Context: an optimization exercise on an open-source flow, tuned for small area and a short achievable clock period. The choices shown serve that exercise and are no tape-out recipe. Only simulation tests tie the RTL to the original design; equivalence was not proved. No activity file was given, so power comes from the tool's default toggle rates.

==> design/flow/design.v <==
module multiplier_logic (
    input  wire        clk,
    input  wire        rst_n,
    input  wire [15:0] a,
    input  wire [15:0] b,
    output reg  [31:0] y
);
  reg r1_a0;
  reg r1_a1;
  reg r1_a2;
  reg r1_a3;
  reg r1_a4;
  reg r1_a5;
  reg r1_a6;
  reg r1_a7;
  reg r1_a8;
  reg r1_a9;
  reg r1_a10;
  reg r1_a11;
  reg r1_a12;
  reg r1_a13;
  reg r1_a14;
  reg r1_a15;
  reg r1_b15;
  reg r1_one1;
  reg r1_two2;
  reg r1_neg3;
  reg r1_one4;
  reg r1_two5;
  reg r1_neg6;
  reg r1_one7;
  reg r1_two8;
  reg r1_neg9;
  reg r1_one10;
  reg r1_two11;
  reg r1_neg12;
  reg r1_one13;
  reg r1_two14;
  reg r1_neg15;
  reg r1_one16;
  reg r1_two17;
  reg r1_neg18;
  reg r1_one19;
  reg r1_two20;
  reg r1_neg21;
  reg r1_one22;
  reg r1_two23;
  reg r1_neg24;
  reg r2_s193;
  reg r2_s195;
  reg r2_s199;
  reg r2_c200;
  reg r2_s201;
  reg r2_p63;
  reg r2_s203;
  reg r2_c202;
  reg r2_c204;
  reg r2_s205;
  reg r2_s207;
  reg r2_s209;
  reg r2_c210;
  reg r2_s213;
  reg r2_c214;
  reg r2_s219;
  reg r2_c218;
  reg r2_s221;
  reg r2_c220;
  reg r2_s223;
  reg r2_s227;
  reg r2_c224;
  reg r2_s229;
  reg r2_s233;
  reg r2_c230;
  reg r2_s235;
  reg r2_c236;
  reg r2_s241;
  reg r2_s243;
  reg r2_s245;
  reg r2_s247;
  reg r2_c242;
  reg r2_c244;
  reg r2_s249;
  reg r2_s253;
  reg r2_s255;
  reg r2_c250;
  reg r2_s257;
  reg r2_s261;
  reg r2_c258;
  reg r2_s263;
  reg r2_s265;
  reg r2_s269;
  reg r2_s271;
  reg r2_c264;
  reg r2_c266;
  reg r2_s273;
  reg r2_s279;
  reg r2_c274;
  reg r2_s281;
  reg r2_s283;
  reg r2_c282;
  reg r2_c284;
  reg r2_s291;
  reg r2_s293;
  reg r2_s297;
  reg r2_c292;
  reg r2_c294;
  reg r2_s299;
  reg r2_s301;
  reg r2_c300;
  reg r2_c302;
  reg r2_s307;
  reg r2_s309;
  reg r2_s311;
  reg r2_s313;
  reg r2_c308;
  reg r2_c310;
  reg r2_s315;
  reg r2_s317;
  reg r2_s319;
  reg r2_c316;
  reg r2_s321;
  reg r2_s325;
  reg r2_c322;
  reg r2_s327;
  reg r2_s331;
  reg r2_c328;
  reg r2_s333;
  reg r2_c332;
  reg r2_s335;
  reg r2_c334;
  reg r2_s337;
  reg r2_s339;
  reg r2_c338;
  reg r2_s341;
  reg r2_c342;
  reg r2_s345;
  reg r2_c346;
  reg r2_s349;
  reg r2_c348;
  reg r2_s351;
  reg r2_c350;
  reg r2_c352;
  reg r2_s353;
  reg r2_s355;
  reg r3_r2_s193;
  reg r3_r2_s195;
  reg r3_r2_s199;
  reg r3_s357;
  reg r3_s361;
  reg r3_s365;
  reg r3_c366;
  reg r3_s367;
  reg r3_r2_c210;
  reg r3_r2_s213;
  reg r3_c368;
  reg r3_r2_c214;
  reg r3_r2_s219;
  reg r3_r2_s223;
  reg r3_s369;
  reg r3_c370;
  reg r3_s371;
  reg r3_c372;
  reg r3_s373;
  reg r3_c374;
  reg r3_s375;
  reg r3_s377;
  reg r3_s379;
  reg r3_c380;
  reg r3_s383;
  reg r3_c384;
  reg r3_s387;
  reg r3_s393;
  reg r3_c392;
  reg r3_s397;
  reg r3_c394;
  reg r3_c398;
  reg r3_s401;
  reg r3_s407;
  reg r3_c406;
  reg r3_s411;
  reg r3_c408;
  reg r3_s417;
  reg r3_c416;
  reg r3_s421;
  reg r3_c418;
  reg r3_s425;
  reg r3_c424;
  reg r3_s427;
  reg r3_c426;
  reg r3_s431;
  reg r3_s435;
  reg r3_s437;
  reg r3_c436;
  reg r3_s439;
  reg r3_s441;
  reg r3_c440;
  reg r3_s443;
  reg r3_r2_s355;
  reg r3_c444;
  wire one1 = b[0] ^ 1'b0;
  wire two2 = (b[1] & ~b[0] & ~1'b0) | (~b[1] & b[0] & 1'b0);
  wire neg3 = b[1];
  wire one4 = b[2] ^ b[1];
  wire two5 = (b[3] & ~b[2] & ~b[1]) | (~b[3] & b[2] & b[1]);
  wire neg6 = b[3];
  wire one7 = b[4] ^ b[3];
  wire two8 = (b[5] & ~b[4] & ~b[3]) | (~b[5] & b[4] & b[3]);
  wire neg9 = b[5];
  wire one10 = b[6] ^ b[5];
  wire two11 = (b[7] & ~b[6] & ~b[5]) | (~b[7] & b[6] & b[5]);
  wire neg12 = b[7];
  wire one13 = b[8] ^ b[7];
  wire two14 = (b[9] & ~b[8] & ~b[7]) | (~b[9] & b[8] & b[7]);
  wire neg15 = b[9];
  wire one16 = b[10] ^ b[9];
  wire two17 = (b[11] & ~b[10] & ~b[9]) | (~b[11] & b[10] & b[9]);
  wire neg18 = b[11];
  wire one19 = b[12] ^ b[11];
  wire two20 = (b[13] & ~b[12] & ~b[11]) | (~b[13] & b[12] & b[11]);
  wire neg21 = b[13];
  wire one22 = b[14] ^ b[13];
  wire two23 = (b[15] & ~b[14] & ~b[13]) | (~b[15] & b[14] & b[13]);
  wire neg24 = b[15];
  wire p25 = ((r1_one1 & r1_a0) | (r1_two2 & 1'b0)) ^ r1_neg3;
  wire p26 = ((r1_one1 & r1_a1) | (r1_two2 & r1_a0)) ^ r1_neg3;
  wire p27 = ((r1_one1 & r1_a2) | (r1_two2 & r1_a1)) ^ r1_neg3;
  wire p28 = ((r1_one1 & r1_a3) | (r1_two2 & r1_a2)) ^ r1_neg3;
  wire p29 = ((r1_one1 & r1_a4) | (r1_two2 & r1_a3)) ^ r1_neg3;
  wire p30 = ((r1_one1 & r1_a5) | (r1_two2 & r1_a4)) ^ r1_neg3;
  wire p31 = ((r1_one1 & r1_a6) | (r1_two2 & r1_a5)) ^ r1_neg3;
  wire p32 = ((r1_one1 & r1_a7) | (r1_two2 & r1_a6)) ^ r1_neg3;
  wire p33 = ((r1_one1 & r1_a8) | (r1_two2 & r1_a7)) ^ r1_neg3;
  wire p34 = ((r1_one1 & r1_a9) | (r1_two2 & r1_a8)) ^ r1_neg3;
  wire p35 = ((r1_one1 & r1_a10) | (r1_two2 & r1_a9)) ^ r1_neg3;
  wire p36 = ((r1_one1 & r1_a11) | (r1_two2 & r1_a10)) ^ r1_neg3;
  wire p37 = ((r1_one1 & r1_a12) | (r1_two2 & r1_a11)) ^ r1_neg3;
  wire p38 = ((r1_one1 & r1_a13) | (r1_two2 & r1_a12)) ^ r1_neg3;
  wire p39 = ((r1_one1 & r1_a14) | (r1_two2 & r1_a13)) ^ r1_neg3;
  wire p40 = ((r1_one1 & r1_a15) | (r1_two2 & r1_a14)) ^ r1_neg3;
  wire p41 = ((r1_one1 & 1'b0) | (r1_two2 & r1_a15)) ^ r1_neg3;
  wire ns42 = ~r1_neg3;
  wire ng43 = r1_neg3;
  wire p44 = ((r1_one4 & r1_a0) | (r1_two5 & 1'b0)) ^ r1_neg6;
  wire p45 = ((r1_one4 & r1_a1) | (r1_two5 & r1_a0)) ^ r1_neg6;
  wire p46 = ((r1_one4 & r1_a2) | (r1_two5 & r1_a1)) ^ r1_neg6;
  wire p47 = ((r1_one4 & r1_a3) | (r1_two5 & r1_a2)) ^ r1_neg6;
  wire p48 = ((r1_one4 & r1_a4) | (r1_two5 & r1_a3)) ^ r1_neg6;
  wire p49 = ((r1_one4 & r1_a5) | (r1_two5 & r1_a4)) ^ r1_neg6;
  wire p50 = ((r1_one4 & r1_a6) | (r1_two5 & r1_a5)) ^ r1_neg6;
  wire p51 = ((r1_one4 & r1_a7) | (r1_two5 & r1_a6)) ^ r1_neg6;
  wire p52 = ((r1_one4 & r1_a8) | (r1_two5 & r1_a7)) ^ r1_neg6;
  wire p53 = ((r1_one4 & r1_a9) | (r1_two5 & r1_a8)) ^ r1_neg6;
  wire p54 = ((r1_one4 & r1_a10) | (r1_two5 & r1_a9)) ^ r1_neg6;
  wire p55 = ((r1_one4 & r1_a11) | (r1_two5 & r1_a10)) ^ r1_neg6;
  wire p56 = ((r1_one4 & r1_a12) | (r1_two5 & r1_a11)) ^ r1_neg6;
  wire p57 = ((r1_one4 & r1_a13) | (r1_two5 & r1_a12)) ^ r1_neg6;
  wire p58 = ((r1_one4 & r1_a14) | (r1_two5 & r1_a13)) ^ r1_neg6;
  wire p59 = ((r1_one4 & r1_a15) | (r1_two5 & r1_a14)) ^ r1_neg6;
  wire p60 = ((r1_one4 & 1'b0) | (r1_two5 & r1_a15)) ^ r1_neg6;
  wire ns61 = ~r1_neg6;
  wire ng62 = r1_neg6;
  wire p63 = ((r1_one7 & r1_a0) | (r1_two8 & 1'b0)) ^ r1_neg9;
  wire p64 = ((r1_one7 & r1_a1) | (r1_two8 & r1_a0)) ^ r1_neg9;
  wire p65 = ((r1_one7 & r1_a2) | (r1_two8 & r1_a1)) ^ r1_neg9;
  wire p66 = ((r1_one7 & r1_a3) | (r1_two8 & r1_a2)) ^ r1_neg9;
  wire p67 = ((r1_one7 & r1_a4) | (r1_two8 & r1_a3)) ^ r1_neg9;
  wire p68 = ((r1_one7 & r1_a5) | (r1_two8 & r1_a4)) ^ r1_neg9;
  wire p69 = ((r1_one7 & r1_a6) | (r1_two8 & r1_a5)) ^ r1_neg9;
  wire p70 = ((r1_one7 & r1_a7) | (r1_two8 & r1_a6)) ^ r1_neg9;
  wire p71 = ((r1_one7 & r1_a8) | (r1_two8 & r1_a7)) ^ r1_neg9;
  wire p72 = ((r1_one7 & r1_a9) | (r1_two8 & r1_a8)) ^ r1_neg9;
  wire p73 = ((r1_one7 & r1_a10) | (r1_two8 & r1_a9)) ^ r1_neg9;
  wire p74 = ((r1_one7 & r1_a11) | (r1_two8 & r1_a10)) ^ r1_neg9;
  wire p75 = ((r1_one7 & r1_a12) | (r1_two8 & r1_a11)) ^ r1_neg9;
  wire p76 = ((r1_one7 & r1_a13) | (r1_two8 & r1_a12)) ^ r1_neg9;
  wire p77 = ((r1_one7 & r1_a14) | (r1_two8 & r1_a13)) ^ r1_neg9;
  wire p78 = ((r1_one7 & r1_a15) | (r1_two8 & r1_a14)) ^ r1_neg9;
  wire p79 = ((r1_one7 & 1'b0) | (r1_two8 & r1_a15)) ^ r1_neg9;
  wire ns80 = ~r1_neg9;
  wire ng81 = r1_neg9;
  wire p82 = ((r1_one10 & r1_a0) | (r1_two11 & 1'b0)) ^ r1_neg12;
  wire p83 = ((r1_one10 & r1_a1) | (r1_two11 & r1_a0)) ^ r1_neg12;
  wire p84 = ((r1_one10 & r1_a2) | (r1_two11 & r1_a1)) ^ r1_neg12;
  wire p85 = ((r1_one10 & r1_a3) | (r1_two11 & r1_a2)) ^ r1_neg12;
  wire p86 = ((r1_one10 & r1_a4) | (r1_two11 & r1_a3)) ^ r1_neg12;
  wire p87 = ((r1_one10 & r1_a5) | (r1_two11 & r1_a4)) ^ r1_neg12;
  wire p88 = ((r1_one10 & r1_a6) | (r1_two11 & r1_a5)) ^ r1_neg12;
  wire p89 = ((r1_one10 & r1_a7) | (r1_two11 & r1_a6)) ^ r1_neg12;
  wire p90 = ((r1_one10 & r1_a8) | (r1_two11 & r1_a7)) ^ r1_neg12;
  wire p91 = ((r1_one10 & r1_a9) | (r1_two11 & r1_a8)) ^ r1_neg12;
  wire p92 = ((r1_one10 & r1_a10) | (r1_two11 & r1_a9)) ^ r1_neg12;
  wire p93 = ((r1_one10 & r1_a11) | (r1_two11 & r1_a10)) ^ r1_neg12;
  wire p94 = ((r1_one10 & r1_a12) | (r1_two11 & r1_a11)) ^ r1_neg12;
  wire p95 = ((r1_one10 & r1_a13) | (r1_two11 & r1_a12)) ^ r1_neg12;
  wire p96 = ((r1_one10 & r1_a14) | (r1_two11 & r1_a13)) ^ r1_neg12;
  wire p97 = ((r1_one10 & r1_a15) | (r1_two11 & r1_a14)) ^ r1_neg12;
  wire p98 = ((r1_one10 & 1'b0) | (r1_two11 & r1_a15)) ^ r1_neg12;
  wire ns99 = ~r1_neg12;
  wire ng100 = r1_neg12;
  wire p101 = ((r1_one13 & r1_a0) | (r1_two14 & 1'b0)) ^ r1_neg15;
  wire p102 = ((r1_one13 & r1_a1) | (r1_two14 & r1_a0)) ^ r1_neg15;
  wire p103 = ((r1_one13 & r1_a2) | (r1_two14 & r1_a1)) ^ r1_neg15;
  wire p104 = ((r1_one13 & r1_a3) | (r1_two14 & r1_a2)) ^ r1_neg15;
  wire p105 = ((r1_one13 & r1_a4) | (r1_two14 & r1_a3)) ^ r1_neg15;
  wire p106 = ((r1_one13 & r1_a5) | (r1_two14 & r1_a4)) ^ r1_neg15;
  wire p107 = ((r1_one13 & r1_a6) | (r1_two14 & r1_a5)) ^ r1_neg15;
  wire p108 = ((r1_one13 & r1_a7) | (r1_two14 & r1_a6)) ^ r1_neg15;
  wire p109 = ((r1_one13 & r1_a8) | (r1_two14 & r1_a7)) ^ r1_neg15;
  wire p110 = ((r1_one13 & r1_a9) | (r1_two14 & r1_a8)) ^ r1_neg15;
  wire p111 = ((r1_one13 & r1_a10) | (r1_two14 & r1_a9)) ^ r1_neg15;
  wire p112 = ((r1_one13 & r1_a11) | (r1_two14 & r1_a10)) ^ r1_neg15;
  wire p113 = ((r1_one13 & r1_a12) | (r1_two14 & r1_a11)) ^ r1_neg15;
  wire p114 = ((r1_one13 & r1_a13) | (r1_two14 & r1_a12)) ^ r1_neg15;
  wire p115 = ((r1_one13 & r1_a14) | (r1_two14 & r1_a13)) ^ r1_neg15;
  wire p116 = ((r1_one13 & r1_a15) | (r1_two14 & r1_a14)) ^ r1_neg15;
  wire p117 = ((r1_one13 & 1'b0) | (r1_two14 & r1_a15)) ^ r1_neg15;
  wire ns118 = ~r1_neg15;
  wire ng119 = r1_neg15;
  wire p120 = ((r1_one16 & r1_a0) | (r1_two17 & 1'b0)) ^ r1_neg18;
  wire p121 = ((r1_one16 & r1_a1) | (r1_two17 & r1_a0)) ^ r1_neg18;
  wire p122 = ((r1_one16 & r1_a2) | (r1_two17 & r1_a1)) ^ r1_neg18;
  wire p123 = ((r1_one16 & r1_a3) | (r1_two17 & r1_a2)) ^ r1_neg18;
  wire p124 = ((r1_one16 & r1_a4) | (r1_two17 & r1_a3)) ^ r1_neg18;
  wire p125 = ((r1_one16 & r1_a5) | (r1_two17 & r1_a4)) ^ r1_neg18;
  wire p126 = ((r1_one16 & r1_a6) | (r1_two17 & r1_a5)) ^ r1_neg18;
  wire p127 = ((r1_one16 & r1_a7) | (r1_two17 & r1_a6)) ^ r1_neg18;
  wire p128 = ((r1_one16 & r1_a8) | (r1_two17 & r1_a7)) ^ r1_neg18;
  wire p129 = ((r1_one16 & r1_a9) | (r1_two17 & r1_a8)) ^ r1_neg18;
  wire p130 = ((r1_one16 & r1_a10) | (r1_two17 & r1_a9)) ^ r1_neg18;
  wire p131 = ((r1_one16 & r1_a11) | (r1_two17 & r1_a10)) ^ r1_neg18;
  wire p132 = ((r1_one16 & r1_a12) | (r1_two17 & r1_a11)) ^ r1_neg18;
  wire p133 = ((r1_one16 & r1_a13) | (r1_two17 & r1_a12)) ^ r1_neg18;
  wire p134 = ((r1_one16 & r1_a14) | (r1_two17 & r1_a13)) ^ r1_neg18;
  wire p135 = ((r1_one16 & r1_a15) | (r1_two17 & r1_a14)) ^ r1_neg18;
  wire p136 = ((r1_one16 & 1'b0) | (r1_two17 & r1_a15)) ^ r1_neg18;
  wire ns137 = ~r1_neg18;
  wire ng138 = r1_neg18;
  wire p139 = ((r1_one19 & r1_a0) | (r1_two20 & 1'b0)) ^ r1_neg21;
  wire p140 = ((r1_one19 & r1_a1) | (r1_two20 & r1_a0)) ^ r1_neg21;
  wire p141 = ((r1_one19 & r1_a2) | (r1_two20 & r1_a1)) ^ r1_neg21;
  wire p142 = ((r1_one19 & r1_a3) | (r1_two20 & r1_a2)) ^ r1_neg21;
  wire p143 = ((r1_one19 & r1_a4) | (r1_two20 & r1_a3)) ^ r1_neg21;
  wire p144 = ((r1_one19 & r1_a5) | (r1_two20 & r1_a4)) ^ r1_neg21;
  wire p145 = ((r1_one19 & r1_a6) | (r1_two20 & r1_a5)) ^ r1_neg21;
  wire p146 = ((r1_one19 & r1_a7) | (r1_two20 & r1_a6)) ^ r1_neg21;
  wire p147 = ((r1_one19 & r1_a8) | (r1_two20 & r1_a7)) ^ r1_neg21;
  wire p148 = ((r1_one19 & r1_a9) | (r1_two20 & r1_a8)) ^ r1_neg21;
  wire p149 = ((r1_one19 & r1_a10) | (r1_two20 & r1_a9)) ^ r1_neg21;
  wire p150 = ((r1_one19 & r1_a11) | (r1_two20 & r1_a10)) ^ r1_neg21;
  wire p151 = ((r1_one19 & r1_a12) | (r1_two20 & r1_a11)) ^ r1_neg21;
  wire p152 = ((r1_one19 & r1_a13) | (r1_two20 & r1_a12)) ^ r1_neg21;
  wire p153 = ((r1_one19 & r1_a14) | (r1_two20 & r1_a13)) ^ r1_neg21;
  wire p154 = ((r1_one19 & r1_a15) | (r1_two20 & r1_a14)) ^ r1_neg21;
  wire p155 = ((r1_one19 & 1'b0) | (r1_two20 & r1_a15)) ^ r1_neg21;
  wire ns156 = ~r1_neg21;
  wire ng157 = r1_neg21;
  wire p158 = ((r1_one22 & r1_a0) | (r1_two23 & 1'b0)) ^ r1_neg24;
  wire p159 = ((r1_one22 & r1_a1) | (r1_two23 & r1_a0)) ^ r1_neg24;
  wire p160 = ((r1_one22 & r1_a2) | (r1_two23 & r1_a1)) ^ r1_neg24;
  wire p161 = ((r1_one22 & r1_a3) | (r1_two23 & r1_a2)) ^ r1_neg24;
  wire p162 = ((r1_one22 & r1_a4) | (r1_two23 & r1_a3)) ^ r1_neg24;
  wire p163 = ((r1_one22 & r1_a5) | (r1_two23 & r1_a4)) ^ r1_neg24;
  wire p164 = ((r1_one22 & r1_a6) | (r1_two23 & r1_a5)) ^ r1_neg24;
  wire p165 = ((r1_one22 & r1_a7) | (r1_two23 & r1_a6)) ^ r1_neg24;
  wire p166 = ((r1_one22 & r1_a8) | (r1_two23 & r1_a7)) ^ r1_neg24;
  wire p167 = ((r1_one22 & r1_a9) | (r1_two23 & r1_a8)) ^ r1_neg24;
  wire p168 = ((r1_one22 & r1_a10) | (r1_two23 & r1_a9)) ^ r1_neg24;
  wire p169 = ((r1_one22 & r1_a11) | (r1_two23 & r1_a10)) ^ r1_neg24;
  wire p170 = ((r1_one22 & r1_a12) | (r1_two23 & r1_a11)) ^ r1_neg24;
  wire p171 = ((r1_one22 & r1_a13) | (r1_two23 & r1_a12)) ^ r1_neg24;
  wire p172 = ((r1_one22 & r1_a14) | (r1_two23 & r1_a13)) ^ r1_neg24;
  wire p173 = ((r1_one22 & r1_a15) | (r1_two23 & r1_a14)) ^ r1_neg24;
  wire p174 = ((r1_one22 & 1'b0) | (r1_two23 & r1_a15)) ^ r1_neg24;
  wire ns175 = ~r1_neg24;
  wire ng176 = r1_neg24;
  wire p177 = r1_a0 & r1_b15;
  wire p178 = r1_a1 & r1_b15;
  wire p179 = r1_a2 & r1_b15;
  wire p180 = r1_a3 & r1_b15;
  wire p181 = r1_a4 & r1_b15;
  wire p182 = r1_a5 & r1_b15;
  wire p183 = r1_a6 & r1_b15;
  wire p184 = r1_a7 & r1_b15;
  wire p185 = r1_a8 & r1_b15;
  wire p186 = r1_a9 & r1_b15;
  wire p187 = r1_a10 & r1_b15;
  wire p188 = r1_a11 & r1_b15;
  wire p189 = r1_a12 & r1_b15;
  wire p190 = r1_a13 & r1_b15;
  wire p191 = r1_a14 & r1_b15;
  wire p192 = r1_a15 & r1_b15;
  wire s193 = ng43 ^ p25;
  wire c194 = ng43 & p25;
  wire s195 = p26 ^ c194;
  wire c196 = p26 & c194;
  wire s197, c198;
  mult_fa u_s197 (.x(ng62), .y(p27), .z(p44), .s(s197), .c(c198));
  wire s199 = c196 ^ s197;
  wire c200 = c196 & s197;
  wire s201, c202;
  mult_fa u_s201 (.x(p28), .y(p45), .z(c198), .s(s201), .c(c202));
  wire s203, c204;
  mult_fa u_s203 (.x(ng81), .y(p29), .z(p46), .s(s203), .c(c204));
  wire s205, c206;
  mult_fa u_s205 (.x(p30), .y(p47), .z(p64), .s(s205), .c(c206));
  wire s207, c208;
  mult_fa u_s207 (.x(ng100), .y(p31), .z(p48), .s(s207), .c(c208));
  wire s209, c210;
  mult_fa u_s209 (.x(p65), .y(p82), .z(c206), .s(s209), .c(c210));
  wire s211, c212;
  mult_fa u_s211 (.x(p32), .y(p49), .z(p66), .s(s211), .c(c212));
  wire s213, c214;
  mult_fa u_s213 (.x(p83), .y(c208), .z(s211), .s(s213), .c(c214));
  wire s215, c216;
  mult_fa u_s215 (.x(ng119), .y(p101), .z(p33), .s(s215), .c(c216));
  wire s217, c218;
  mult_fa u_s217 (.x(p50), .y(p67), .z(p84), .s(s217), .c(c218));
  wire s219, c220;
  mult_fa u_s219 (.x(c212), .y(s215), .z(s217), .s(s219), .c(c220));
  wire s221, c222;
  mult_fa u_s221 (.x(p102), .y(p34), .z(p51), .s(s221), .c(c222));
  wire s223, c224;
  mult_fa u_s223 (.x(p68), .y(p85), .z(c216), .s(s223), .c(c224));
  wire s225, c226;
  mult_fa u_s225 (.x(ng138), .y(p103), .z(p120), .s(s225), .c(c226));
  wire s227, c228;
  mult_fa u_s227 (.x(p35), .y(p52), .z(p69), .s(s227), .c(c228));
  wire s229, c230;
  mult_fa u_s229 (.x(p86), .y(c222), .z(s225), .s(s229), .c(c230));
  wire s231, c232;
  mult_fa u_s231 (.x(p104), .y(p121), .z(p36), .s(s231), .c(c232));
  wire s233, c234;
  mult_fa u_s233 (.x(p53), .y(p70), .z(p87), .s(s233), .c(c234));
  wire s235, c236;
  mult_fa u_s235 (.x(c226), .y(c228), .z(s231), .s(s235), .c(c236));
  wire s237, c238;
  mult_fa u_s237 (.x(ng157), .y(p105), .z(p122), .s(s237), .c(c238));
  wire s239, c240;
  mult_fa u_s239 (.x(p139), .y(p37), .z(p54), .s(s239), .c(c240));
  wire s241, c242;
  mult_fa u_s241 (.x(p71), .y(p88), .z(c232), .s(s241), .c(c242));
  wire s243, c244;
  mult_fa u_s243 (.x(c234), .y(s237), .z(s239), .s(s243), .c(c244));
  wire s245, c246;
  mult_fa u_s245 (.x(p106), .y(p123), .z(p140), .s(s245), .c(c246));
  wire s247, c248;
  mult_fa u_s247 (.x(p38), .y(p55), .z(p72), .s(s247), .c(c248));
  wire s249, c250;
  mult_fa u_s249 (.x(p89), .y(c238), .z(c240), .s(s249), .c(c250));
  wire s251, c252;
  mult_fa u_s251 (.x(ng176), .y(p107), .z(p124), .s(s251), .c(c252));
  wire s253, c254;
  mult_fa u_s253 (.x(p141), .y(p158), .z(p39), .s(s253), .c(c254));
  wire s255, c256;
  mult_fa u_s255 (.x(p56), .y(p73), .z(p90), .s(s255), .c(c256));
  wire s257, c258;
  mult_fa u_s257 (.x(c246), .y(c248), .z(s251), .s(s257), .c(c258));
  wire s259, c260;
  mult_fa u_s259 (.x(p108), .y(p125), .z(p142), .s(s259), .c(c260));
  wire s261, c262;
  mult_fa u_s261 (.x(p159), .y(p40), .z(p57), .s(s261), .c(c262));
  wire s263, c264;
  mult_fa u_s263 (.x(p74), .y(p91), .z(c252), .s(s263), .c(c264));
  wire s265, c266;
  mult_fa u_s265 (.x(c254), .y(c256), .z(s259), .s(s265), .c(c266));
  wire s267, c268;
  mult_fa u_s267 (.x(p177), .y(p109), .z(p126), .s(s267), .c(c268));
  wire s269, c270;
  mult_fa u_s269 (.x(p143), .y(p160), .z(p41), .s(s269), .c(c270));
  wire s271, c272;
  mult_fa u_s271 (.x(p58), .y(p75), .z(p92), .s(s271), .c(c272));
  wire s273, c274;
  mult_fa u_s273 (.x(c260), .y(c262), .z(s267), .s(s273), .c(c274));
  wire s275, c276;
  mult_fa u_s275 (.x(1'b1), .y(ns42), .z(p178), .s(s275), .c(c276));
  wire s277, c278;
  mult_fa u_s277 (.x(p110), .y(p127), .z(p144), .s(s277), .c(c278));
  wire s279, c280;
  mult_fa u_s279 (.x(p161), .y(p59), .z(p76), .s(s279), .c(c280));
  wire s281, c282;
  mult_fa u_s281 (.x(p93), .y(s275), .z(c268), .s(s281), .c(c282));
  wire s283, c284;
  mult_fa u_s283 (.x(c270), .y(c272), .z(s277), .s(s283), .c(c284));
  wire s285, c286;
  mult_fa u_s285 (.x(1'b1), .y(p179), .z(p111), .s(s285), .c(c286));
  wire s287, c288;
  mult_fa u_s287 (.x(p128), .y(p145), .z(p162), .s(s287), .c(c288));
  wire s289, c290;
  mult_fa u_s289 (.x(p60), .y(p77), .z(p94), .s(s289), .c(c290));
  wire s291, c292;
  mult_fa u_s291 (.x(c276), .y(c278), .z(c280), .s(s291), .c(c292));
  wire s293, c294;
  mult_fa u_s293 (.x(s285), .y(s287), .z(s289), .s(s293), .c(c294));
  wire s295, c296;
  mult_fa u_s295 (.x(ns61), .y(p180), .z(p112), .s(s295), .c(c296));
  wire s297, c298;
  mult_fa u_s297 (.x(p129), .y(p146), .z(p163), .s(s297), .c(c298));
  wire s299, c300;
  mult_fa u_s299 (.x(p78), .y(p95), .z(c286), .s(s299), .c(c300));
  wire s301, c302;
  mult_fa u_s301 (.x(c288), .y(c290), .z(s295), .s(s301), .c(c302));
  wire s303, c304;
  mult_fa u_s303 (.x(1'b1), .y(p181), .z(p113), .s(s303), .c(c304));
  wire s305, c306;
  mult_fa u_s305 (.x(p130), .y(p147), .z(p164), .s(s305), .c(c306));
  wire s307, c308;
  mult_fa u_s307 (.x(p79), .y(p96), .z(c296), .s(s307), .c(c308));
  wire s309, c310;
  mult_fa u_s309 (.x(c298), .y(s303), .z(s305), .s(s309), .c(c310));
  wire s311, c312;
  mult_fa u_s311 (.x(ns80), .y(p182), .z(p114), .s(s311), .c(c312));
  wire s313, c314;
  mult_fa u_s313 (.x(p131), .y(p148), .z(p165), .s(s313), .c(c314));
  wire s315, c316;
  mult_fa u_s315 (.x(p97), .y(c304), .z(c306), .s(s315), .c(c316));
  wire s317, c318;
  mult_fa u_s317 (.x(1'b1), .y(p183), .z(p115), .s(s317), .c(c318));
  wire s319, c320;
  mult_fa u_s319 (.x(p132), .y(p149), .z(p166), .s(s319), .c(c320));
  wire s321, c322;
  mult_fa u_s321 (.x(p98), .y(c312), .z(c314), .s(s321), .c(c322));
  wire s323, c324;
  mult_fa u_s323 (.x(ns99), .y(p184), .z(p116), .s(s323), .c(c324));
  wire s325, c326;
  mult_fa u_s325 (.x(p133), .y(p150), .z(p167), .s(s325), .c(c326));
  wire s327, c328;
  mult_fa u_s327 (.x(c318), .y(c320), .z(s323), .s(s327), .c(c328));
  wire s329, c330;
  mult_fa u_s329 (.x(1'b1), .y(p185), .z(p117), .s(s329), .c(c330));
  wire s331, c332;
  mult_fa u_s331 (.x(p134), .y(p151), .z(p168), .s(s331), .c(c332));
  wire s333, c334;
  mult_fa u_s333 (.x(c324), .y(c326), .z(s329), .s(s333), .c(c334));
  wire s335, c336;
  mult_fa u_s335 (.x(ns118), .y(p186), .z(p135), .s(s335), .c(c336));
  wire s337, c338;
  mult_fa u_s337 (.x(p152), .y(p169), .z(c330), .s(s337), .c(c338));
  wire s339, c340;
  mult_fa u_s339 (.x(1'b1), .y(p187), .z(p136), .s(s339), .c(c340));
  wire s341, c342;
  mult_fa u_s341 (.x(p153), .y(p170), .z(c336), .s(s341), .c(c342));
  wire s343, c344;
  mult_fa u_s343 (.x(ns137), .y(p188), .z(p154), .s(s343), .c(c344));
  wire s345, c346;
  mult_fa u_s345 (.x(p171), .y(c340), .z(s343), .s(s345), .c(c346));
  wire s347, c348;
  mult_fa u_s347 (.x(1'b1), .y(p189), .z(p155), .s(s347), .c(c348));
  wire s349, c350;
  mult_fa u_s349 (.x(p172), .y(c344), .z(s347), .s(s349), .c(c350));
  wire s351, c352;
  mult_fa u_s351 (.x(ns156), .y(p190), .z(p173), .s(s351), .c(c352));
  wire s353, c354;
  mult_fa u_s353 (.x(1'b1), .y(p191), .z(p174), .s(s353), .c(c354));
  wire s355, c356;
  mult_fa u_s355 (.x(ns175), .y(p192), .z(c354), .s(s355), .c(c356));
  wire s357 = r2_c200 ^ r2_s201;
  wire c358 = r2_c200 & r2_s201;
  wire s359, c360;
  mult_fa u_s359 (.x(r2_c202), .y(r2_p63), .z(r2_s203), .s(s359), .c(c360));
  wire s361 = c358 ^ s359;
  wire c362 = c358 & s359;
  wire s363, c364;
  mult_fa u_s363 (.x(r2_c204), .y(r2_s205), .z(c360), .s(s363), .c(c364));
  wire s365 = c362 ^ s363;
  wire c366 = c362 & s363;
  wire s367, c368;
  mult_fa u_s367 (.x(r2_s207), .y(r2_s209), .z(c364), .s(s367), .c(c368));
  wire s369, c370;
  mult_fa u_s369 (.x(r2_c218), .y(r2_c220), .z(r2_s221), .s(s369), .c(c370));
  wire s371, c372;
  mult_fa u_s371 (.x(r2_c224), .y(r2_s227), .z(r2_s229), .s(s371), .c(c372));
  wire s373, c374;
  mult_fa u_s373 (.x(r2_c230), .y(r2_s233), .z(r2_s235), .s(s373), .c(c374));
  wire s375, c376;
  mult_fa u_s375 (.x(r2_c236), .y(r2_s241), .z(r2_s243), .s(s375), .c(c376));
  wire s377, c378;
  mult_fa u_s377 (.x(r2_c242), .y(r2_c244), .z(r2_s245), .s(s377), .c(c378));
  wire s379, c380;
  mult_fa u_s379 (.x(r2_s247), .y(r2_s249), .z(c376), .s(s379), .c(c380));
  wire s381, c382;
  mult_fa u_s381 (.x(r2_c250), .y(r2_s253), .z(r2_s255), .s(s381), .c(c382));
  wire s383, c384;
  mult_fa u_s383 (.x(r2_s257), .y(c378), .z(s381), .s(s383), .c(c384));
  wire s385, c386;
  mult_fa u_s385 (.x(r2_c258), .y(r2_s261), .z(r2_s263), .s(s385), .c(c386));
  wire s387, c388;
  mult_fa u_s387 (.x(r2_s265), .y(c382), .z(s385), .s(s387), .c(c388));
  wire s389, c390;
  mult_fa u_s389 (.x(r2_c264), .y(r2_c266), .z(r2_s269), .s(s389), .c(c390));
  wire s391, c392;
  mult_fa u_s391 (.x(r2_s271), .y(r2_s273), .z(c386), .s(s391), .c(c392));
  wire s393, c394;
  mult_fa u_s393 (.x(s389), .y(c388), .z(s391), .s(s393), .c(c394));
  wire s395, c396;
  mult_fa u_s395 (.x(r2_c274), .y(r2_s279), .z(r2_s281), .s(s395), .c(c396));
  wire s397, c398;
  mult_fa u_s397 (.x(r2_s283), .y(c390), .z(s395), .s(s397), .c(c398));
  wire s399, c400;
  mult_fa u_s399 (.x(r2_c282), .y(r2_c284), .z(r2_s291), .s(s399), .c(c400));
  wire s401, c402;
  mult_fa u_s401 (.x(r2_s293), .y(c396), .z(s399), .s(s401), .c(c402));
  wire s403, c404;
  mult_fa u_s403 (.x(r2_c292), .y(r2_c294), .z(r2_s297), .s(s403), .c(c404));
  wire s405, c406;
  mult_fa u_s405 (.x(r2_s299), .y(r2_s301), .z(c400), .s(s405), .c(c406));
  wire s407, c408;
  mult_fa u_s407 (.x(s403), .y(c402), .z(s405), .s(s407), .c(c408));
  wire s409, c410;
  mult_fa u_s409 (.x(r2_c300), .y(r2_c302), .z(r2_s307), .s(s409), .c(c410));
  wire s411, c412;
  mult_fa u_s411 (.x(r2_s309), .y(c404), .z(s409), .s(s411), .c(c412));
  wire s413, c414;
  mult_fa u_s413 (.x(r2_c308), .y(r2_c310), .z(r2_s311), .s(s413), .c(c414));
  wire s415, c416;
  mult_fa u_s415 (.x(r2_s313), .y(r2_s315), .z(c410), .s(s415), .c(c416));
  wire s417, c418;
  mult_fa u_s417 (.x(s413), .y(c412), .z(s415), .s(s417), .c(c418));
  wire s419, c420;
  mult_fa u_s419 (.x(r2_c316), .y(r2_s317), .z(r2_s319), .s(s419), .c(c420));
  wire s421, c422;
  mult_fa u_s421 (.x(r2_s321), .y(c414), .z(s419), .s(s421), .c(c422));
  wire s423, c424;
  mult_fa u_s423 (.x(r2_c322), .y(r2_s325), .z(r2_s327), .s(s423), .c(c424));
  wire s425, c426;
  mult_fa u_s425 (.x(c420), .y(s423), .z(c422), .s(s425), .c(c426));
  wire s427, c428;
  mult_fa u_s427 (.x(r2_c328), .y(r2_s331), .z(r2_s333), .s(s427), .c(c428));
  wire s429, c430;
  mult_fa u_s429 (.x(r2_c332), .y(r2_c334), .z(r2_s335), .s(s429), .c(c430));
  wire s431, c432;
  mult_fa u_s431 (.x(r2_s337), .y(c428), .z(s429), .s(s431), .c(c432));
  wire s433, c434;
  mult_fa u_s433 (.x(r2_c338), .y(r2_s339), .z(r2_s341), .s(s433), .c(c434));
  wire s435, c436;
  mult_fa u_s435 (.x(c430), .y(s433), .z(c432), .s(s435), .c(c436));
  wire s437, c438;
  mult_fa u_s437 (.x(r2_c342), .y(r2_s345), .z(c434), .s(s437), .c(c438));
  wire s439, c440;
  mult_fa u_s439 (.x(r2_c346), .y(r2_s349), .z(c438), .s(s439), .c(c440));
  wire s441, c442;
  mult_fa u_s441 (.x(r2_c348), .y(r2_c350), .z(r2_s351), .s(s441), .c(c442));
  wire s443, c444;
  mult_fa u_s443 (.x(r2_c352), .y(r2_s353), .z(c442), .s(s443), .c(c444));
  wire s445 = r3_c368 ^ r3_r2_c210;
  wire c446 = r3_c368 & r3_r2_c210;
  wire s447 = r3_r2_c214 ^ r3_r2_s219;
  wire c448 = r3_r2_c214 & r3_r2_s219;
  wire s449 = r3_r2_s223 ^ r3_s369;
  wire c450 = r3_r2_s223 & r3_s369;
  wire s451 = r3_c370 ^ r3_s371;
  wire c452 = r3_c370 & r3_s371;
  wire s453 = r3_c372 ^ r3_s373;
  wire c454 = r3_c372 & r3_s373;
  wire s455 = r3_c374 ^ r3_s375;
  wire c456 = r3_c374 & r3_s375;
  wire s457 = r3_s377 ^ r3_s379;
  wire c458 = r3_s377 & r3_s379;
  wire s459 = r3_c380 ^ r3_s383;
  wire c460 = r3_c380 & r3_s383;
  wire s461 = r3_c384 ^ r3_s387;
  wire c462 = r3_c384 & r3_s387;
  wire s463 = r3_c392 ^ r3_c394;
  wire c464 = r3_c392 & r3_c394;
  wire s465 = r3_c398 ^ r3_s401;
  wire c466 = r3_c398 & r3_s401;
  wire s467 = r3_c406 ^ r3_c408;
  wire c468 = r3_c406 & r3_c408;
  wire s469 = r3_c416 ^ r3_c418;
  wire c470 = r3_c416 & r3_c418;
  wire s471 = r3_c424 ^ r3_c426;
  wire c472 = r3_c424 & r3_c426;
  wire [31:0] ra = {r3_c444, r3_s443, r3_c440, r3_s439, r3_c436, r3_s435, r3_s431, r3_s427, r3_s425, r3_s421, r3_s417, r3_s411, r3_s407, c464, r3_s397, r3_s393, c460, c458, c456, c454, c452, c450, c448, c446, r3_r2_s213, r3_c366, r3_s365, r3_s361, r3_s357, r3_r2_s199, r3_r2_s195, r3_r2_s193};
  wire [31:0] rb = {r3_r2_s355, 1'b0, r3_s441, 1'b0, r3_s437, 1'b0, c472, s471, c470, s469, c468, s467, c466, s465, s463, c462, s461, s459, s457, s455, s453, s451, s449, s447, s445, r3_s367, 1'b0, 1'b0, 1'b0, 1'b0, 1'b0, 1'b0};
  wire [16:0] plo = ra[15:0] + rb[15:0];
  reg [16:0] r4_plo;
  reg [15:0] r4_ha, r4_hb;
  always @(posedge clk) begin r4_plo <= plo; r4_ha <= ra[31:16]; r4_hb <= rb[31:16]; end
  wire [15:0] phi = r4_ha + r4_hb + r4_plo[16];
  wire [31:0] prod = {phi, r4_plo[15:0]};
  always @(posedge clk) begin
    r1_a0 <= a[0];
    r1_a1 <= a[1];
    r1_a2 <= a[2];
    r1_a3 <= a[3];
    r1_a4 <= a[4];
    r1_a5 <= a[5];
    r1_a6 <= a[6];
    r1_a7 <= a[7];
    r1_a8 <= a[8];
    r1_a9 <= a[9];
    r1_a10 <= a[10];
    r1_a11 <= a[11];
    r1_a12 <= a[12];
    r1_a13 <= a[13];
    r1_a14 <= a[14];
    r1_a15 <= a[15];
    r1_b15 <= b[15];
    r1_one1 <= one1;
    r1_two2 <= two2;
    r1_neg3 <= neg3;
    r1_one4 <= one4;
    r1_two5 <= two5;
    r1_neg6 <= neg6;
    r1_one7 <= one7;
    r1_two8 <= two8;
    r1_neg9 <= neg9;
    r1_one10 <= one10;
    r1_two11 <= two11;
    r1_neg12 <= neg12;
    r1_one13 <= one13;
    r1_two14 <= two14;
    r1_neg15 <= neg15;
    r1_one16 <= one16;
    r1_two17 <= two17;
    r1_neg18 <= neg18;
    r1_one19 <= one19;
    r1_two20 <= two20;
    r1_neg21 <= neg21;
    r1_one22 <= one22;
    r1_two23 <= two23;
    r1_neg24 <= neg24;
    r2_s193 <= s193;
    r2_s195 <= s195;
    r2_s199 <= s199;
    r2_c200 <= c200;
    r2_s201 <= s201;
    r2_p63 <= p63;
    r2_s203 <= s203;
    r2_c202 <= c202;
    r2_c204 <= c204;
    r2_s205 <= s205;
    r2_s207 <= s207;
    r2_s209 <= s209;
    r2_c210 <= c210;
    r2_s213 <= s213;
    r2_c214 <= c214;
    r2_s219 <= s219;
    r2_c218 <= c218;
    r2_s221 <= s221;
    r2_c220 <= c220;
    r2_s223 <= s223;
    r2_s227 <= s227;
    r2_c224 <= c224;
    r2_s229 <= s229;
    r2_s233 <= s233;
    r2_c230 <= c230;
    r2_s235 <= s235;
    r2_c236 <= c236;
    r2_s241 <= s241;
    r2_s243 <= s243;
    r2_s245 <= s245;
    r2_s247 <= s247;
    r2_c242 <= c242;
    r2_c244 <= c244;
    r2_s249 <= s249;
    r2_s253 <= s253;
    r2_s255 <= s255;
    r2_c250 <= c250;
    r2_s257 <= s257;
    r2_s261 <= s261;
    r2_c258 <= c258;
    r2_s263 <= s263;
    r2_s265 <= s265;
    r2_s269 <= s269;
    r2_s271 <= s271;
    r2_c264 <= c264;
    r2_c266 <= c266;
    r2_s273 <= s273;
    r2_s279 <= s279;
    r2_c274 <= c274;
    r2_s281 <= s281;
    r2_s283 <= s283;
    r2_c282 <= c282;
    r2_c284 <= c284;
    r2_s291 <= s291;
    r2_s293 <= s293;
    r2_s297 <= s297;
    r2_c292 <= c292;
    r2_c294 <= c294;
    r2_s299 <= s299;
    r2_s301 <= s301;
    r2_c300 <= c300;
    r2_c302 <= c302;
    r2_s307 <= s307;
    r2_s309 <= s309;
    r2_s311 <= s311;
    r2_s313 <= s313;
    r2_c308 <= c308;
    r2_c310 <= c310;
    r2_s315 <= s315;
    r2_s317 <= s317;
    r2_s319 <= s319;
    r2_c316 <= c316;
    r2_s321 <= s321;
    r2_s325 <= s325;
    r2_c322 <= c322;
    r2_s327 <= s327;
    r2_s331 <= s331;
    r2_c328 <= c328;
    r2_s333 <= s333;
    r2_c332 <= c332;
    r2_s335 <= s335;
    r2_c334 <= c334;
    r2_s337 <= s337;
    r2_s339 <= s339;
    r2_c338 <= c338;
    r2_s341 <= s341;
    r2_c342 <= c342;
    r2_s345 <= s345;
    r2_c346 <= c346;
    r2_s349 <= s349;
    r2_c348 <= c348;
    r2_s351 <= s351;
    r2_c350 <= c350;
    r2_c352 <= c352;
    r2_s353 <= s353;
    r2_s355 <= s355;
    r3_r2_s193 <= r2_s193;
    r3_r2_s195 <= r2_s195;
    r3_r2_s199 <= r2_s199;
    r3_s357 <= s357;
    r3_s361 <= s361;
    r3_s365 <= s365;
    r3_c366 <= c366;
    r3_s367 <= s367;
    r3_r2_c210 <= r2_c210;
    r3_r2_s213 <= r2_s213;
    r3_c368 <= c368;
    r3_r2_c214 <= r2_c214;
    r3_r2_s219 <= r2_s219;
    r3_r2_s223 <= r2_s223;
    r3_s369 <= s369;
    r3_c370 <= c370;
    r3_s371 <= s371;
    r3_c372 <= c372;
    r3_s373 <= s373;
    r3_c374 <= c374;
    r3_s375 <= s375;
    r3_s377 <= s377;
    r3_s379 <= s379;
    r3_c380 <= c380;
    r3_s383 <= s383;
    r3_c384 <= c384;
    r3_s387 <= s387;
    r3_s393 <= s393;
    r3_c392 <= c392;
    r3_s397 <= s397;
    r3_c394 <= c394;
    r3_c398 <= c398;
    r3_s401 <= s401;
    r3_s407 <= s407;
    r3_c406 <= c406;
    r3_s411 <= s411;
    r3_c408 <= c408;
    r3_s417 <= s417;
    r3_c416 <= c416;
    r3_s421 <= s421;
    r3_c418 <= c418;
    r3_s425 <= s425;
    r3_c424 <= c424;
    r3_s427 <= s427;
    r3_c426 <= c426;
    r3_s431 <= s431;
    r3_s435 <= s435;
    r3_s437 <= s437;
    r3_c436 <= c436;
    r3_s439 <= s439;
    r3_s441 <= s441;
    r3_c440 <= c440;
    r3_s443 <= s443;
    r3_r2_s355 <= r2_s355;
    r3_c444 <= c444;
  end
  reg [3:0] v;
  always @(posedge clk) begin
    if (!rst_n) begin
      v <= 4'd0;
      y <= 32'd0;
    end else begin
      v <= {v[2:0], 1'b1};
      y <= v[3] ? prod : 32'd0;
    end
  end
endmodule
module mult_fa (input wire x, input wire y, input wire z, output wire s, output wire c);
  assign s = x ^ y ^ z;
  assign c = (x & y) | (x & z) | (y & z);
endmodule
==> design/flow/run.sh <==
#!/bin/bash
# synth_recipe.tcl (not shown) runs the flow's synth.tcl, then flattens the netlist and writes it again
# the make line also repeats each setting of config.mk as NAME=value (left out here)
make -C /OpenROAD-flow-scripts/flow DESIGN_CONFIG=/design/flow/config.mk WORK_HOME=/design/flow/orfs CLKGATE_MAP_FILE= SYNTH_SCRIPT=/design/flow/synth_recipe.tcl finish
==> design/flow/config.mk <==
export PLATFORM = sky130hd
export DESIGN_NAME = multiplier_logic
export DESIGN_NICKNAME = multiplier_logic
export VERILOG_FILES = /design/flow/design.v
export SDC_FILE = /design/flow/constraint.sdc
export NUM_CORES = 4
export LEC_CHECK = 0
export CAP_MARGIN = 20
export CORE_MARGIN = 2
export CORE_UTILIZATION = 40
export SETUP_SLACK_MARGIN = 2.4
export SLEW_MARGIN = 20
export SYNTH_HIERARCHICAL = 1
export SYNTH_MINIMUM_KEEP_SIZE = 0
export TNS_END_PERCENT = 5
==> design/flow/constraint.sdc <==
create_clock -name core_clock -period 4.5 [get_ports {clk}]
set_input_delay 0.9000 -clock core_clock [delete_from_list [all_inputs] [get_ports {clk}]]
set_output_delay 0.9000 -clock core_clock [all_outputs]
set_load 0.01 [all_outputs]
==> metrics.log, run 1 <==
INFO  metric worstHoldPathType = reg -> reg
INFO  metric mean_number_of_vias_per_cell = 4.993
INFO  metric worst_pin_slew = 0.6436 ns
INFO  metric final.setup.tns = 0 ns
INFO  metric synth-edff-count = 0
INFO  metric path_cells = clkdlybuf4s50_1
INFO  metric fin_cells = 1,452
INFO  metric rsz0062_at_grt = yes
INFO  metric grt-ovfl-total = 0
INFO  metric placeableCoreArea = 0.03043 mm²
INFO  metric timing.final.crit_share = 0.5071
INFO  metric root_buffer = sky130_fd_sc_hd__clkbuf_16
INFO  metric hp-start = r3_s361
INFO  metric n_fill_cell = 2,744
INFO  metric worstReg2RegEnd = r4_plo[13]
INFO  metric ff_to_ff_setup_slack = 2.34 ns
INFO  metric path_delay_family = buffers and inverters
INFO  metric dp.final_hpwl = 17.07 mm
INFO  metric cp-end-kind = output pin
INFO  metric initial_drc_count = 492
INFO  metric hold_violations = 0
INFO  metric ys_seq_area_frac = 0.4454
INFO  metric worst_hold_path.endpoint = r4_plo[4]
INFO  metric fmaxAchievable = 438.3 MHz
INFO  metric timing_max_transition_violations_final = 0
INFO  metric wire_length_of_the_first_global_routing_pass = 41.40 mm
INFO  metric ys_async_sr_fraction = 0
INFO  metric post-cts-setup-buffers = 0
INFO  metric synthCells = 1,011
INFO  metric floorplan.die.width = 179.2 µm
INFO  metric worst_case_clock_skew = 0.01226 ns
INFO  metric drv_cap = 0
INFO  metric cts_tree = done
INFO  metric htreeDepth = 1
INFO  metric worst_path_cell_with_the_longest_stage_delay = sky130_fd_sc_hd__clkdlybuf4s50_1
INFO  metric final_layout_size_suffix_gt1_frac = 0.1032
INFO  metric grt.total_usage = 0.1647
INFO  metric clkLatencyLatePin = 0.54 ns
INFO  metric route.final.wire_length = 25.41 mm
INFO  metric worst_path_largest_cell_delay = 0.53 ns
INFO  metric cts_buffers = 29
INFO  metric synth_cell_type_count = 47
INFO  metric route.antenna.remaining_nets = 0
INFO  metric fp-row-count = 64
INFO  metric yosys_register_bits = 273
INFO  metric timing_worst_setup_path_type = reg -> out
INFO  metric antenna_violations_before_repair = 0
INFO  metric worst-path-buf-inv = 1
INFO  metric nets = 1,231
INFO  metric rr_startpoint = r3_r2_c210
INFO  metric cts.clk_slew.worst_paths = 0.06 ns
INFO  metric cp.arrival = 1.38 ns
INFO  metric route.vias.total = 7,250
INFO  metric max_slew_margin = 0.5710
INFO  metric final_core_utilization = 0.4692
INFO  metric synth_top_flop_cell = sky130_fd_sc_hd__dfxtp_1
INFO  metric grt_pass1_vias = 7,612
INFO  metric clock_sink_count = 273
INFO  metric syn_area = 0.01227 mm²
INFO  metric ir_worst_vdd = 311.5 µV
INFO  metric clk_path_buf_depth = 3
INFO  metric power.static_leakage = 0.005550 µW
INFO  metric ff2ff_path_depth = 7
INFO  metric wire_per_inst = 17.50 µm
INFO  metric detail_route.first_pass.iterations = 6
INFO  metric syn_to_final_growth = 16.34%
INFO  metric synth_warnings = 7
INFO  metric port_buffers = 65
INFO  metric diodes = 0
INFO  metric die_area = 0.03210 mm²
INFO  metric cts_hold_buffers = 0
INFO  metric timing.hold.worst_path_depth = 0
INFO  metric setup-violations-final = 0
INFO  metric die_h = 179.2 µm
INFO  metric data_required_time_of_the_worst_path = 3.60 ns
INFO  metric fin_crit = 2.282 ns
INFO  metric grt_max_degree = 36
INFO  metric synth_area_per_cell = 12.14 µm²
INFO  metric initial_utilization = 0.4033
INFO  metric crit_fanout = 1
INFO  metric drcViolationCount = 0
INFO  metric placed_cells = 1,399
INFO  metric pwr_density_cell = 658.4 mW/mm²
INFO  metric run_status = complete, no violations
INFO  metric timing.critical_path.from_type = register
INFO  metric globalplace.congestion = 0.8470
INFO  metric io_pins = 66
## placed cells by master (no fill, tap or decap), types with 12 or more instances in the layout
cell,synthesis,layout
sky130_fd_sc_hd__nor2_1,19,19
sky130_fd_sc_hd__dfxtp_2,0,30
sky130_fd_sc_hd__clkdlybuf4s50_1,0,63
sky130_fd_sc_hd__clkbuf_16,0,29
sky130_fd_sc_hd__xor2_1,12,12
sky130_fd_sc_hd__inv_1,15,15
sky130_fd_sc_hd__dfxtp_1,273,234
sky130_fd_sc_hd__and3_1,20,20
sky130_fd_sc_hd__xnor2_1,142,142
sky130_fd_sc_hd__nand2_1,25,25
sky130_fd_sc_hd__a21oi_1,20,19
sky130_fd_sc_hd__o21ai_0,16,15
sky130_fd_sc_hd__and2_1,25,25
sky130_fd_sc_hd__ha_1,40,40
sky130_fd_sc_hd__fa_1,123,122
sky130_fd_sc_hd__a22oi_1,120,120
## Yosys stat by module, one instance, submodules excluded
module / flip-flops and latches / cells inside / area, µm²
multiplier_logic: 273 / 891 / 9869
mult_fa: 0 / 1 / 20.02
## registers in the layout (all words and copies together) (netlist names), 4 cells and up
name / flops
r4_ha: 16
r4_hb: 13
r4_plo: 17
v: 4
y: 32
## metrics by stage
step | worst slack [ns] | cell area [µm²] | power [µW] | hold WS, ns
3_3_place_gp | 1.962 | 13150 | 6873 | 0.3118
5_1_grt | 2.153 | 14280 | 10190 | 0.3274
3_5_place_dp | 1.943 | 13150 | 6943 | 0.3121
4_1_cts | 2.184 | 14260 | 9500 | 0.3228
6_report | 2.218 | 14280 | 9401 | 0.3212
2_1_floorplan | 2.368 | 12330 | 6046 | 0.3096
## repair_timing
| item | 4_1_cts | 5_1_grt |
|---|---|---|
| pin swaps | 0 | 1 |
| gates resized for setup | 49 | 6 |
| endpoints found under the setup margin | 102 | 65 |
## cells in the mapped netlist, types with 5 or more instances
master,instances,area share
sky130_fd_sc_hd__dfxtp_1,273,0.45
sky130_fd_sc_hd__xnor2_1,142,0.10
sky130_fd_sc_hd__fa_1,123,0.20
sky130_fd_sc_hd__a22oi_1,120,0.073
sky130_fd_sc_hd__clkbuf_1,70,0.021
sky130_fd_sc_hd__ha_1,40,0.041
sky130_fd_sc_hd__and2_1,25,0.013
sky130_fd_sc_hd__nand2_1,25,0.0076
sky130_fd_sc_hd__a21oi_1,20,0.0082
sky130_fd_sc_hd__and3_1,20,0.010
sky130_fd_sc_hd__nor2_1,19,0.0058
sky130_fd_sc_hd__o21ai_0,16,0.0065
sky130_fd_sc_hd__buf_2,15,0.0061
sky130_fd_sc_hd__inv_1,15,0.0046
sky130_fd_sc_hd__xor2_1,12,0.0086
sky130_fd_sc_hd__nand2b_1,8,0.0041
sky130_fd_sc_hd__nand3_1,7,0.0029
sky130_fd_sc_hd__a21o_1,6,0.0037
sky130_fd_sc_hd__nand3b_1,6,0.0037
sky130_fd_sc_hd__o211ai_1,5,0.0031
## area by class of cell
class	instances	area [µm²]	share of cell area
Multi-Input combinational cell	644	6452	0.4519
Sequential cell	273	5537	0.3878
Clock buffer	35	798.3	0.05591
Timing Repair Buffer	71	700.7	0.04908
Tap cell	396	495.5	0.03470
Clock inverter	18	237.7	0.01665
Inverter	15	56.30	0.003944
## per-layer routing
layer	up-vias	share of wire	GRT usage
met2	261	0.43	0.2489
met3	29	0.079	0.03372
li1	3432	-	-
met4	0	0.014	0.04435
met5	-	0	0
met1	3528	0.47	0.2399
## kinds of logic after synthesis
kind of cell               count (synthesis)  share of synthesized area
AOI/OAI and AO/OA                        190                     0.1129
buffers and inverters                    101                    0.03242
DFF                                      273                     0.4454
muxes                                      1                  0.0008157
and+or+nand+nor                          128                    0.05689
adders and majority gates                163                     0.2414
other                                      1                  0.0003056
xor gates and xnor gates                 154                     0.1099
## power by group
group | switching, µW | internal, µW | total (µW)
clock network | 958 | 1550 | 2510
logic | 1620 | 1470 | 3100
registers | 481 | 3320 | 3800
## worst reg2reg max path: cells and delay by family (launching register included)
kind	cells	cell delay (ns)
AO/OA/AOI/OAI	3	0.87
AND/OR/NAND/NOR	1	0.09
flip-flops	1	0.30
XOR/XNOR	1	0.15
adder cells (fa/ha/maj)	2	0.64
## how the worst max path moves through the flow
stage                from  endpoint  slack, ns  depth (start not counted)
CTS                 y[21]     y[21]       2.18                          1
global route        y[21]     y[21]       2.15                          1
detailed placement  rst_n     y[24]       1.94                          5
floorplan           r1_a2   r2_s213       2.37                          6
finish              y[24]     y[24]       2.22                          1
global placement    rst_n     y[24]       1.96                          5
==> inputs of run 2 (changes only) <==
--- a/design/flow/config.mk
+++ b/design/flow/config.mk
@@ -8,8 +8,9 @@
 export CAP_MARGIN = 20
 export CORE_MARGIN = 2
 export CORE_UTILIZATION = 40
-export SETUP_SLACK_MARGIN = 2.4
+export CTS_CLUSTER_DIAMETER = 50
+export CTS_CLUSTER_SIZE = 60
+export SETUP_SLACK_MARGIN = 2.5
 export SLEW_MARGIN = 20
 export SYNTH_HIERARCHICAL = 1
 export SYNTH_MINIMUM_KEEP_SIZE = 0
-export TNS_END_PERCENT = 5
==> run 2 against run 1 <==
Wire length rose by 4.8%. Total power rose by 1.3%. Sequential share of layout area barely moved. Synthesized cell count did not move. Die area did not move. Clock power fell by 4%. First-iteration DRC count rose by 44%. Critical path type is now reg -> reg.
==> metrics.log, run 2 <==
INFO  metric run_status = complete, no violations
INFO  metric die_area = 0.03210 mm²
INFO  metric rsz0062_at_grt = yes
INFO  metric drv_cap = 0
INFO  metric syn_area = 0.01227 mm²
INFO  metric htreeDepth = 1
INFO  metric syn_to_final_growth = 17.76%
INFO  metric worstHoldPathType = reg -> reg
INFO  metric synth_warnings = 7
INFO  metric layout_common_cells = sky130_fd_sc_hd__dfxtp_1, sky130_fd_sc_hd__xnor2_1, sky130_fd_sc_hd__fa_1
INFO  metric clk_path_buf_depth = 3
INFO  metric most_area_consuming_cells_after_synthesis = sky130_fd_sc_hd__dfxtp_1, sky130_fd_sc_hd__fa_1, sky130_fd_sc_hd__xnor2_1
INFO  metric wire_per_inst = 18.18 µm
INFO  metric top_flop_regs = y x32, r4_plo x17, r4_ha x16
INFO  metric wire_length_of_the_first_global_routing_pass = 41.77 mm
INFO  metric synth_top_cells_by_count = sky130_fd_sc_hd__dfxtp_1, sky130_fd_sc_hd__xnor2_1, sky130_fd_sc_hd__fa_1
INFO  metric die_h = 179.2 µm
INFO  metric final.setup.tns = 0 ns
INFO  metric route.antenna.remaining_nets = 0
INFO  metric diodes = 0
INFO  metric synth-edff-count = 0
INFO  metric timing.critical_path.from_type = register
INFO  metric final_cell_area = 0.01445 mm²
INFO  metric cp.arrival = 2.48 ns
INFO  metric port_buffers = 65
INFO  metric detail_route.first_pass.iterations = 5
INFO  metric grt_max_degree = 24
INFO  metric synthCells = 1,011
INFO  metric grt-ovfl-total = 0
INFO  metric max_reg_flops = 32
INFO  metric clkLatencyLatePin = 0.54 ns
INFO  metric final_core_utilization = 0.4749
INFO  metric grt.total_usage = 0.1679
INFO  metric timing.final.crit_share = 0.4469
INFO  metric synth_area_leader_cell = sky130_fd_sc_hd__dfxtp_1
INFO  metric dp.final_hpwl = 17.22 mm
INFO  metric ys_seq_area_frac = 0.4454
INFO  metric timing_max_transition_violations_final = 0
INFO  metric n_fill_cell = 2,797
INFO  metric ir_worst_vdd = 360.8 µV
INFO  metric final_layout_size_suffix_gt1_frac = 0.1676
INFO  metric max_slew_margin = 0.6263
INFO  metric initial_drc_count = 710
INFO  metric cts_hold_buffers = 0
INFO  metric timing_worst_setup_path_type = reg -> reg
INFO  metric route.vias.total = 7,414
INFO  metric mostFrequentLayoutCell = sky130_fd_sc_hd__dfxtp_1
INFO  metric floorplan.die.width = 179.2 µm
INFO  metric synth_top_flop_cell = sky130_fd_sc_hd__dfxtp_1
INFO  metric drcViolationCount = 0
INFO  metric antenna_violations_before_repair = 0
INFO  metric fin_cells = 1,464
INFO  metric placed_cells = 1,398
INFO  metric synth_area_per_cell = 12.14 µm²
INFO  metric yosys_register_bits = 273
INFO  metric cts.clk_slew.worst_paths = 0.07 ns
INFO  metric route.final.wire_length = 26.62 mm
INFO  metric power.static_leakage = 0.005667 µW
INFO  metric ys_async_sr_fraction = 0
INFO  metric synth_cell_type_count = 47
INFO  metric globalplace.congestion = 0.8257
INFO  metric yosys_top_cell_area_share = 0.4454
INFO  metric largest_register = y
INFO  metric placement.cell_area = 0.01315 mm²
INFO  metric fin_crit = 2.011 ns
INFO  metric worst_case_clock_skew = 0.01063 ns
INFO  metric fmaxAchievable = 497.2 MHz
INFO  metric mean_number_of_vias_per_cell = 5.064
INFO  metric root_buffer = sky130_fd_sc_hd__clkbuf_16
INFO  metric placeableCoreArea = 0.03043 mm²
INFO  metric initial_utilization = 0.4033
INFO  metric data_required_time_of_the_worst_path = 4.97 ns
INFO  metric cp-end-kind = register
INFO  metric finalHoldWorstSlack = 0.3186 ns
INFO  metric cts_tree = done
INFO  metric fp-row-count = 64
INFO  metric grt_pass1_vias = 7,662
INFO  metric cts_buffers = 27
INFO  metric crit_fanout = 4
INFO  metric hold_violations = 0
INFO  metric pwr_density_cell = 658.8 mW/mm²
INFO  metric clock_sink_count = 273
INFO  metric worst_pin_slew = 0.5598 ns
INFO  metric yosysMostFrequentCell = sky130_fd_sc_hd__dfxtp_1
INFO  metric nets = 1,244
INFO  metric setup-violations-final = 0
INFO  metric io_pins = 66
==> run 2: cell counts after synthesis <==
Identical to the previous run, type by type.
==> run 2: through the flow <==
stage	total power (µW)	setup slack (ns)
detailed placement	6985	1.890
finish	9521	2.489
floorplan	6060	2.456
global placement	6880	1.934
global route	10290	2.401
CTS	9559	2.485
==> run 2: area by class of cell <==
type / count / area [µm²] / area share
well taps: 396 / 495.5 / 0.03429
clock inverters: 20 / 276.5 / 0.01913
multi-input cells: 644 / 6600 / 0.4567
flip-flops and latches: 273 / 5605 / 0.3879
clock buffers: 30 / 716.9 / 0.04961
repair buffers: 86 / 700.7 / 0.04848
inverters: 15 / 56.30 / 0.003896
==> run 2: worst paths after layout <==
| kind | start | endpoint | slack (ns) | depth (start not counted) |
|---|---|---|---|---|
| setup / recovery | r4_hb[0] | y[30] | 2.49 | 8 |
| hold / removal | r2_s355 | r3_r2_s355 | 0.32 | 0 |
| setup reg to reg | r4_hb[0] | y[30] | 2.49 | 8 |
| hold reg to reg | r2_s355 | r3_r2_s355 | 0.32 | 0 |
==> run 2: per-layer routing <==
layer  global-route usage  wire [µm]  vias up
met1               0.2352      12070     3625
met5                    0          0        -
met2               0.2611      11840      279
met4              0.05276        569        0
li1                     -          -     3462
met3              0.03414       2141       48
==> run 2: worst max-delay path: stages, from the launching register on <==
cell                       delay, ns
sky130_fd_sc_hd__dfxtp_2        0.32
sky130_fd_sc_hd__fa_2           0.40
sky130_fd_sc_hd__inv_2          0.07
sky130_fd_sc_hd__fa_2           0.22
sky130_fd_sc_hd__nor2b_4        0.06
sky130_fd_sc_hd__o31ai_2        0.28
sky130_fd_sc_hd__a211oi_2       0.15
sky130_fd_sc_hd__o31ai_1        0.23
sky130_fd_sc_hd__nor3b_2        0.20
==> run 2: repair_timing <==
item,4_1_cts,5_1_grt
setup endpoints to repair,111,56
pin swaps,11,5
gates resized for setup,179,42
setup buffers,3,13
gates cloned,0,0
==> run 2: modules after synthesis, one instance, submodules excluded <==
module	area (µm²)	flops+latches	copies in the design
mult_fa	20.02	0	120
multiplier_logic	9869	273	1
==> run 2: where the power goes <==
part	switching [µW]	total, µW	internal (µW)	leakage, µW
Sequential	492	3800	3310	0.00230
Clock	1040	2420	1380	0.000485
Combinational	1710	3310	1600	0.00288
Total	3240	9520	6280	0.00567
==> run 2: kinds of logic (layout without fill, tap and decap cells) <==
| kind of cell | Yosys count | in the layout | share of synthesized area |
|---|---|---|---|
| flip-flops | 273 | 273 | 0.4454 |
| AO/OA/AOI/OAI | 190 | 190 | 0.1129 |
| adder cells (fa/ha/maj) | 163 | 163 | 0.2414 |
| XOR/XNOR | 154 | 154 | 0.1099 |
| AND/OR/NAND/NOR | 128 | 128 | 0.05689 |
| buffers and inverters | 101 | 151 | 0.03242 |
| other | 1 | 8 | 0.0003056 |
| multiplexers | 1 | 1 | 0.0008157 |

-- static timing again, ports no longer ideal --
In the flow no input, the clock included, has a driving cell. The finished layouts below were timed again as built, in two steps. Step 1, drivers: a clkbuf_16 drives clk and a buf_2 each remaining input, both assumed. Step 2, shift: input delay + t, output delay - t, t = (earliest + latest rising clock arrival at the registers) / 2. This alone moves slack from input paths to output paths. Three values: ideal ports, drivers, drivers and shift; two values: the first two.
run	shift t [ns]	slack for setup (ns)	worst setup path after step 2	latest minus earliest clock arrival (ns)	worst data-port slew with drivers (ns)
run 1	0.583	2.218 / 2.169 / 1.966	input to register	0.013 / 0.013	0.03
run 2	0.589	2.489 / 2.489 / 2.104	input to register	0.015 / 0.015	0.03
After both steps every run listed still meets setup and hold. For run 2, which loses most, drivers alone change the setup slack by 0.000 ns; drivers and shift together by -0.385 ns.
